Context: an optimization exercise on an open-source flow, tuned for small area. The choices shown serve that exercise and are no tape-out recipe.
The RTL was checked by simulation tests, not by an equivalence proof against the original design.
The flow treats the clock pin as an ideal source, which a real chip does not have.
Power figures rest on the tool's default switching activity, not on a simulated workload.

==> inputs of wip/sierra <==
Design mp3, start of the top module:
module mp3(
    input logic     clk,
    input logic     rst,
    output logic    _9b,     
    output logic    _6a,     
    output logic    _4a,     
    output logic    _2a,     
    output logic    _0a,     
    output logic    _5a,     
    output logic    _3b,     
    output logic    _49a,    
    output logic    _45a,    
    output logic    _48b     
);
Settings: LEC_CHECK=0, CAP_MARGIN=20, CORE_AREA=3 3 77 77, DIE_AREA=0 0 80 80, SLEW_MARGIN=20; clock period 10.0 ns.
standard.sh (not shown) runs the stock make flow with config.mk's settings and CLKGATE_MAP_FILE= SYNTH_SCRIPT=/design/flow/synth_recipe.tcl, a recipe that flattens the netlist after the stock synthesis.
==> flow/flow/run.sh <==
#!/bin/bash
# Own flow: the standard layout (standard.sh), with these changes:
#  - synthesis (flow/my_synth.tcl): the final ABC mapping is tried with each area-oriented
#    script in flow/abc/ and the smallest netlist is kept; no adder extraction
#    (ADDER_MAP_FILE empty), so ABC sees all logic. Flip-flop mapping, flattening and
#    renaming are the standard synthesis's.
#  - extra make variables from flow/make_args (one NAME=value per line): smallest port
#    buffers (buf_1) and CTS limited to the clock port's net;
#  - clock tree (flow/pre_cts.tcl, run at the start of the CTS step): a single clkbuf_8
#    drives every flip-flop's clock pin.
# make's full output goes to flow_make.log; each ORFS step's log is under orfs/logs/.
set -euo pipefail
W=$(pwd)
export MY_ABC_DIR=$W/flow/abc
export MY_CLK_BUF=sky130_fd_sc_hd__buf_6
export PRE_CTS_TCL=$W/flow/pre_cts.tcl
sed -e "s#SYNTH_SCRIPT=[^ ]*#SYNTH_SCRIPT=$W/flow/my_synth.tcl ADDER_MAP_FILE=#" standard.sh > my_standard.sh
grep -q "my_synth.tcl ADDER_MAP_FILE=" my_standard.sh
args=()
if [[ -f flow/make_args ]]; then
  while IFS= read -r line; do [[ -n "$line" ]] && args+=("$line"); done < flow/make_args
fi
bash my_standard.sh "${args[@]}" finish > flow_make.log 2>&1
==> flow/flow/pre_cts.tcl <==
# Clock tree: one clock buffer (MY_CLK_BUF) between the clock port and all the flip-flops,
# placed at the flip-flops' centroid. CTS (run only on the port's net, see CTS_ARGS in
# flow/make_args) then finds that net already buffered and adds nothing.
set block [ord::get_db_block]
set dbu [$block getDbUnitsPerMicron]
set sx 0.0; set sy 0.0; set n 0
foreach it [[$block findNet clk] getITerms] {
  set box [[$it getInst] getBBox]
  set sx [expr {$sx + ([$box xMin] + [$box xMax]) / 2.0}]
  set sy [expr {$sy + ([$box yMin] + [$box yMax]) / 2.0}]
  incr n
}
set x [expr {$sx / $n / $dbu}]
set y [expr {$sy / $n / $dbu}]
puts "clock buffer at $x $y for $n sinks"
insert_buffer -buffer_cell $::env(MY_CLK_BUF) -net clk -buffer_name clkroot_buf -location [list $x $y]
Other scripts of this flow, unchanged in this note and not shown: flow/flow/abc/a_c2rs_amap200.script, flow/flow/abc/b_c2rs_amap.script, flow/flow/abc/c_deep120_amap200.script, flow/flow/abc/d_deep60_amapm.script, flow/flow/abc/e_deep60_c2rs_amap200.script, flow/flow/abc/f_c2rs_r2_amapm200.script, flow/flow/abc/g_c2rs_dchr_amap200.script, flow/flow/abc/h_c2rs2_amap200.script, flow/flow/make_args, flow/flow/my_synth.tcl
==> wip/quartz: changes against wip/sierra <==
--- a/flow/flow/run.sh
+++ b/flow/flow/run.sh
@@ -12,7 +12,7 @@
 set -euo pipefail
 W=$(pwd)
 export MY_ABC_DIR=$W/flow/abc
-export MY_CLK_BUF=sky130_fd_sc_hd__buf_6
+export MY_CLK_BUF=sky130_fd_sc_hd__clkbuf_8
 export PRE_CTS_TCL=$W/flow/pre_cts.tcl
 sed -e "s#SYNTH_SCRIPT=[^ ]*#SYNTH_SCRIPT=$W/flow/my_synth.tcl ADDER_MAP_FILE=#" standard.sh > my_standard.sh
 grep -q "my_synth.tcl ADDER_MAP_FILE=" my_standard.sh
==> run_results.csv <==
group,metric,value,unit
timing,timing.final.crit_share,46.7,%
pwr,p_clk,0.0278,mW
finish,final_util,21.9,%
pwr,switching_share,26.6,%
outcome,status,"timing/DRC/antenna clean",
drt,wl_met1,1190,µm
drt,wl_per_cell,9.48,µm
Source of the figures above: wip/quartz

==> run_results.csv <==
group,metric,value,unit
setup_path,cp-start-kind,"flip-flop",
pwr,p_clk,0.0267,mW
pwr,switching_share,26.9,%
outcome,status,"timing/DRC/antenna clean",
timing,timing.final.crit_share,46.5,%
drt,wl_met1,1190,µm
timing,fin_skew,0.00250,ns
Source of the figures above: wip/sierra



==> violet: inputs <==
mp3, a different RTL version from the one above (not shown whole).
Settings: LEC_CHECK=0, CAP_MARGIN=20, CORE_MARGIN=2, CORE_UTILIZATION=40, SLEW_MARGIN=20; clock period 10.0 ns.
==> flow/flow/run.sh <==
#!/bin/bash
# Own flow: the standard layout (standard.sh), with these changes:
#  - synthesis: ABC maps with flow/abc.script (area-oriented) instead of ORFS's script, and
#    no adder extraction (ADDER_MAP_FILE empty), so ABC sees all logic. Flip-flop mapping,
#    flattening and renaming are the standard synthesis's (flow/my_synth.tcl).
#  - extra make variables from flow/make_args (one NAME=value per line): smaller port
#    buffers and a plainer clock tree.
set -euo pipefail
W=$(pwd)
export MY_ABC_SCRIPT=$W/flow/abc.script
sed -e "s#SYNTH_SCRIPT=[^ ]*#SYNTH_SCRIPT=$W/flow/my_synth.tcl ADDER_MAP_FILE=#" standard.sh > my_standard.sh
grep -q "my_synth.tcl ADDER_MAP_FILE=" my_standard.sh
args=()
if [[ -f flow/make_args ]]; then
  while IFS= read -r line; do [[ -n "$line" ]] && args+=("$line"); done < flow/make_args
fi
bash my_standard.sh "${args[@]}" finish > flow_make.log 2>&1
==> flow/flow/abc.script <==
strash
dc2
dch -f
amap
topo
==> flow/flow/make_args <==
BUFFER_PORTS_ARGS=-buffer_cell sky130_fd_sc_hd__buf_1
CTS_ARGS=-buf_list sky130_fd_sc_hd__clkbuf_4 -dont_use_dummy_load -repair_clock_nets
==> flow/flow/my_synth.tcl <==
# synth_recipe.tcl with one change: Yosys's abc call uses this flow's own ABC script
# (area-oriented mapping) in place of ORFS's abc_speed/abc_area script.
proc synth {args} { yosys synth -nofsm -noshare {*}$args }
proc abc {args} {
  set i [lsearch -exact $args -script]
  if {$i >= 0} { set args [lreplace $args [expr {$i+1}] [expr {$i+1}] $::env(MY_ABC_SCRIPT)] }
  yosys abc {*}$args
}
source $::env(SCRIPTS_DIR)/synth.tcl
# left out here: clear keep_hierarchy, flatten, clean up, hide names made inside functions, write 1_2_yosys.v
==> cedar (differences from violet) <==
CORE_AREA = 3 3 77 77   (was not set)
CORE_MARGIN = not set   (was 2)
CORE_UTILIZATION = not set   (was 40)
DIE_AREA = 0 0 80 80   (was not set)
==> comparison table <==
quantity	cedar	violet
Run status	timing/DRC/antenna clean	timing/DRC/antenna clean
Detail-routed net length per standard cell	9.63 um	11.7 um
Met3 Track Usage GR	0.451%	2.11%
Part of the total power dissipated in the clock network	24.7%	23.9%
Placer congestion estimate	0.803	0.935
Fraction of standard cell area that is sequential	29.8%	31.1%
Die Footprint	0.00640 sq mm	0.00307 sq mm
Height of the chip	80 um	55.4 um
Starting density of the core	20.3%	42.2%
# fillers	579	267
Fraction of area in non-clock buffers	3.42%	3.57%
Max rail drop VDD	0.0000517 V	0.0000982 V
Total Power	146 uW	145 uW

[what the ideal ports hide]
Ports are ideal in the flow. The routed layouts listed here were re-timed in OpenROAD. Step 1: set_driving_cell puts a clkbuf_16 on clk and a buf_2 on each other input, an assumption about the parent block. Step 2 also shifts input and output timing later by t, the mid clock arrival at the registers, as if the neighbouring blocks saw the same clock. Three values: no drivers, after step 1, after step 2; two values: the first two.
run | shift t [ns] | setup WS [ns] | hold WS [ns] | clock arrival spread, ns | pins driven straight from the clock port
wip/sierra | 0.167 | 5.349 / 5.324 / 5.491 | 0.495 / 0.495 / 0.495 | 0.003 / 0.003 | 1
wip/quartz | 0.186 | 5.332 / 5.308 / 5.495 | 0.494 / 0.494 / 0.494 | 0.003 / 0.003 | 1
violet | 0.308 | 5.006 / 5.006 / 5.006 | 0.502 / 0.502 / 0.502 | 0.015 / 0.016 | 1
cedar | 0.303 | 5.177 / 5.177 / 5.177 | 0.518 / 0.518 / 0.518 | 0.006 / 0.007 | 1
After both steps setup and hold are still met in every run listed.
